This design comes from an exercise in tuning for small area, a short achievable clock period and few clock cycles on the open sky130 flow, not from production work. The RTL was checked by simulation tests, not by an equivalence proof against the original design.

red:
Design ysyx_22041412_mdu, start of the top module:
module ysyx_22041412_mdu(
  input         clk,
  input         rst,
  input         valid_i,
  input  [2:0]  func3_i,
  input         word_i,
  input  [63:0] a_i,
  input  [63:0] b_i,
  output        ready_o,
  output [63:0] result_o
);
Size in the first run: ~3200 cells after synthesis, about 0.028 sq mm of cells after synthesis.
clock: 6.0 ns
lec_check: 0
cap_margin: 20
core_margin: 2
core_utilization: 40
place_density: 0.6
setup_slack_margin: 1.5
slew_margin: 20
synth_hierarchical: 1
synth_minimum_keep_size: 0
run.sh (not shown) runs the stock make flow with config.mk's settings and CLKGATE_MAP_FILE= SYNTH_SCRIPT=/design/flow/synth_recipe.tcl, a recipe that flattens the netlist after the stock synthesis.
Testbench counts of red, summed over its fixed seeds: cycles 60,683.
Input-level comparison between blue and red:
Settings: PLACE_DENSITY changed from 0.6 to 0.5; CORE_UTILIZATION changed from 40 to 30.
What red reported for total number of tap cells has to be multiplied by 1.3 to get the figure for blue. Going from red to blue, the die area was enlarged. Area used by multi-input combinational logic of blue exceeds that of red slightly. Comparing blue and red, period utilization is lower on blue. blue ended up with jt_r[0]$_SDFFCE_PP0P_ as its beginning of the critical path; red ended up with X[8]$_DFF_P_.

---

ysyx_22041412_mdu, a different RTL version from the one above (not shown whole).
Size in the first run: about 200 I/O pins.
==> flow/design.v (excerpt) <==
module ysyx_22041412_mdu(
  input         clk,
  input         rst,
  input         valid_i,
  input  [2:0]  func3_i,
  input         word_i,
  input  [63:0] a_i,
  input  [63:0] b_i,
  output        ready_o,
  output [63:0] result_o
);
  localparam [2:0] S_IDLE = 3'd0, S_MUL = 3'd1, S_ABS = 3'd2, S_DIV = 3'd3,
                   S_FIXR = 3'd4, S_FIXQ = 3'd5, S_DONE = 3'd6;
  reg  [2:0]  state;
  reg  [2:0]  nstate;
  reg         align;       
  reg  [6:0]  cnt;         
  reg  [69:0] X;           
  reg  [67:0] Y;           
  reg  [64:0] M;           
  reg         hi_r;        
  reg         word_r;
  reg         rem_r;       
  reg         negq_r;      
  reg         negr_r;      
  reg         one0r, two0, neg0r, one1, two1, neg1, cin1;
  reg         dsgn_r;      
  reg         fixr_r;      
  reg         am_r, ad_r, afp_r, afn_r, ay_r;    
  wire idle   = (state == S_IDLE);
  wire is_div = func3_i[2];
  wire sgn_d = ~func3_i[0];                                    
  wire sa    = is_div ? sgn_d : (func3_i[1:0] != 2'b11);        
  wire sb    = is_div ? sgn_d : ~func3_i[1];                    
  wire wdiv  = word_i & is_div;
  wire [63:0] ap = wdiv   ? {{32{sa & a_i[31]}}, a_i[31:0]} : a_i;
  wire [63:0] bp = word_i ? {{32{sb & b_i[31]}}, b_i[31:0]} : b_i;
  wire ea = sa & ap[63];
  wire eb = sb & bp[63];
  wire bzero = ~|bp;
  wire [15:0] bgrp;
  genvar gi, gj;
  generate for (gi = 0; gi < 16; gi = gi + 1) begin : g_bgrp
    assign bgrp[gi] = (bp[4*gi+3:4*gi] == {4{eb}});
  end endgenerate
  wire [31:0] rest_zero;
  assign rest_zero[31:17] = {15{1'b1}};
  assign rest_zero[0]     = 1'b0;
  generate for (gi = 1; gi < 17; gi = gi + 1) begin : g_rz
    assign rest_zero[gi] = (&bgrp[15:gi]) & (bp[4*gi-1] == eb);
  end endgenerate
  wire [6:0] cnt1 = cnt + 7'd1;
  wire mul_fin = rest_zero[cnt1[4:0]];
  wire       dv;
  wire [5:0] dpos;
  ysyx_22041412_msb64 u_msbd (.x(bp ^ {64{eb}}), .v(dv), .pos(dpos));
  ...
Settings: LEC_CHECK=0, CAP_MARGIN=20, CORE_MARGIN=2, CORE_UTILIZATION=40, PLACE_DENSITY=0.6, SETUP_SLACK_MARGIN=1.5, SLEW_MARGIN=20, SYNTH_HIERARCHICAL=1, SYNTH_MINIMUM_KEEP_SIZE=0; clock period 6.0 ns.
Testbench counts at the start, summed over its fixed seeds: cycles 60,683.
Change:
CORE_UTILIZATION = 30   (was 40)
PLACE_DENSITY = 0.5   (was 0.6)
What happened: Wire length rises by 5.6%. Final area climbs by 3.2%. Worst setup slack is better by 0.0056 ns. Global-route usage drops by 8.1 points.

-- separate check: timing with driven ports --
The results above use ideal ports. As a check the final layouts listed here were re-extracted and re-timed, cells and wires unchanged. Step 1 (the two cells are an assumption about what drives the block):
set clk [get_ports {clk}]
set_driving_cell -lib_cell sky130_fd_sc_hd__clkbuf_16 $clk
set_driving_cell -lib_cell sky130_fd_sc_hd__buf_2 [delete_from_list [all_inputs] $clk]
Step 2 times the ports against the registers' clock, not the clock port: input delays grow and output delays shrink by t, the midpoint of the rising clock arrivals with the driver on. a / b / c = ideal ports / drivers / drivers and shift; a / b = the first two.
run | t (ns) | setup slack, ns | clock arrival spread, ns | worst slew at a driven data input, ns | cell pins on the clock port's net
red | 0.649 | 1.316 / 1.316 / 0.989 | 0.020 / 0.020 | 0.05 | 1
blue | 0.618 | 1.378 / 1.378 / 0.850 | 0.041 / 0.042 | 0.09 | 1
the first run of note 2 | 0.663 | 1.485 / 1.485 / 1.016 | 0.020 / 0.020 | 0.05 | 1
the second run of note 2 | 0.633 | 1.491 / 1.491 / 1.047 | 0.044 / 0.043 | 0.05 | 1
After both steps setup and hold are still met in every run listed. The setup slack of blue, which loses most, moves by 0.000 ns with the drivers and by -0.528 ns with both steps.
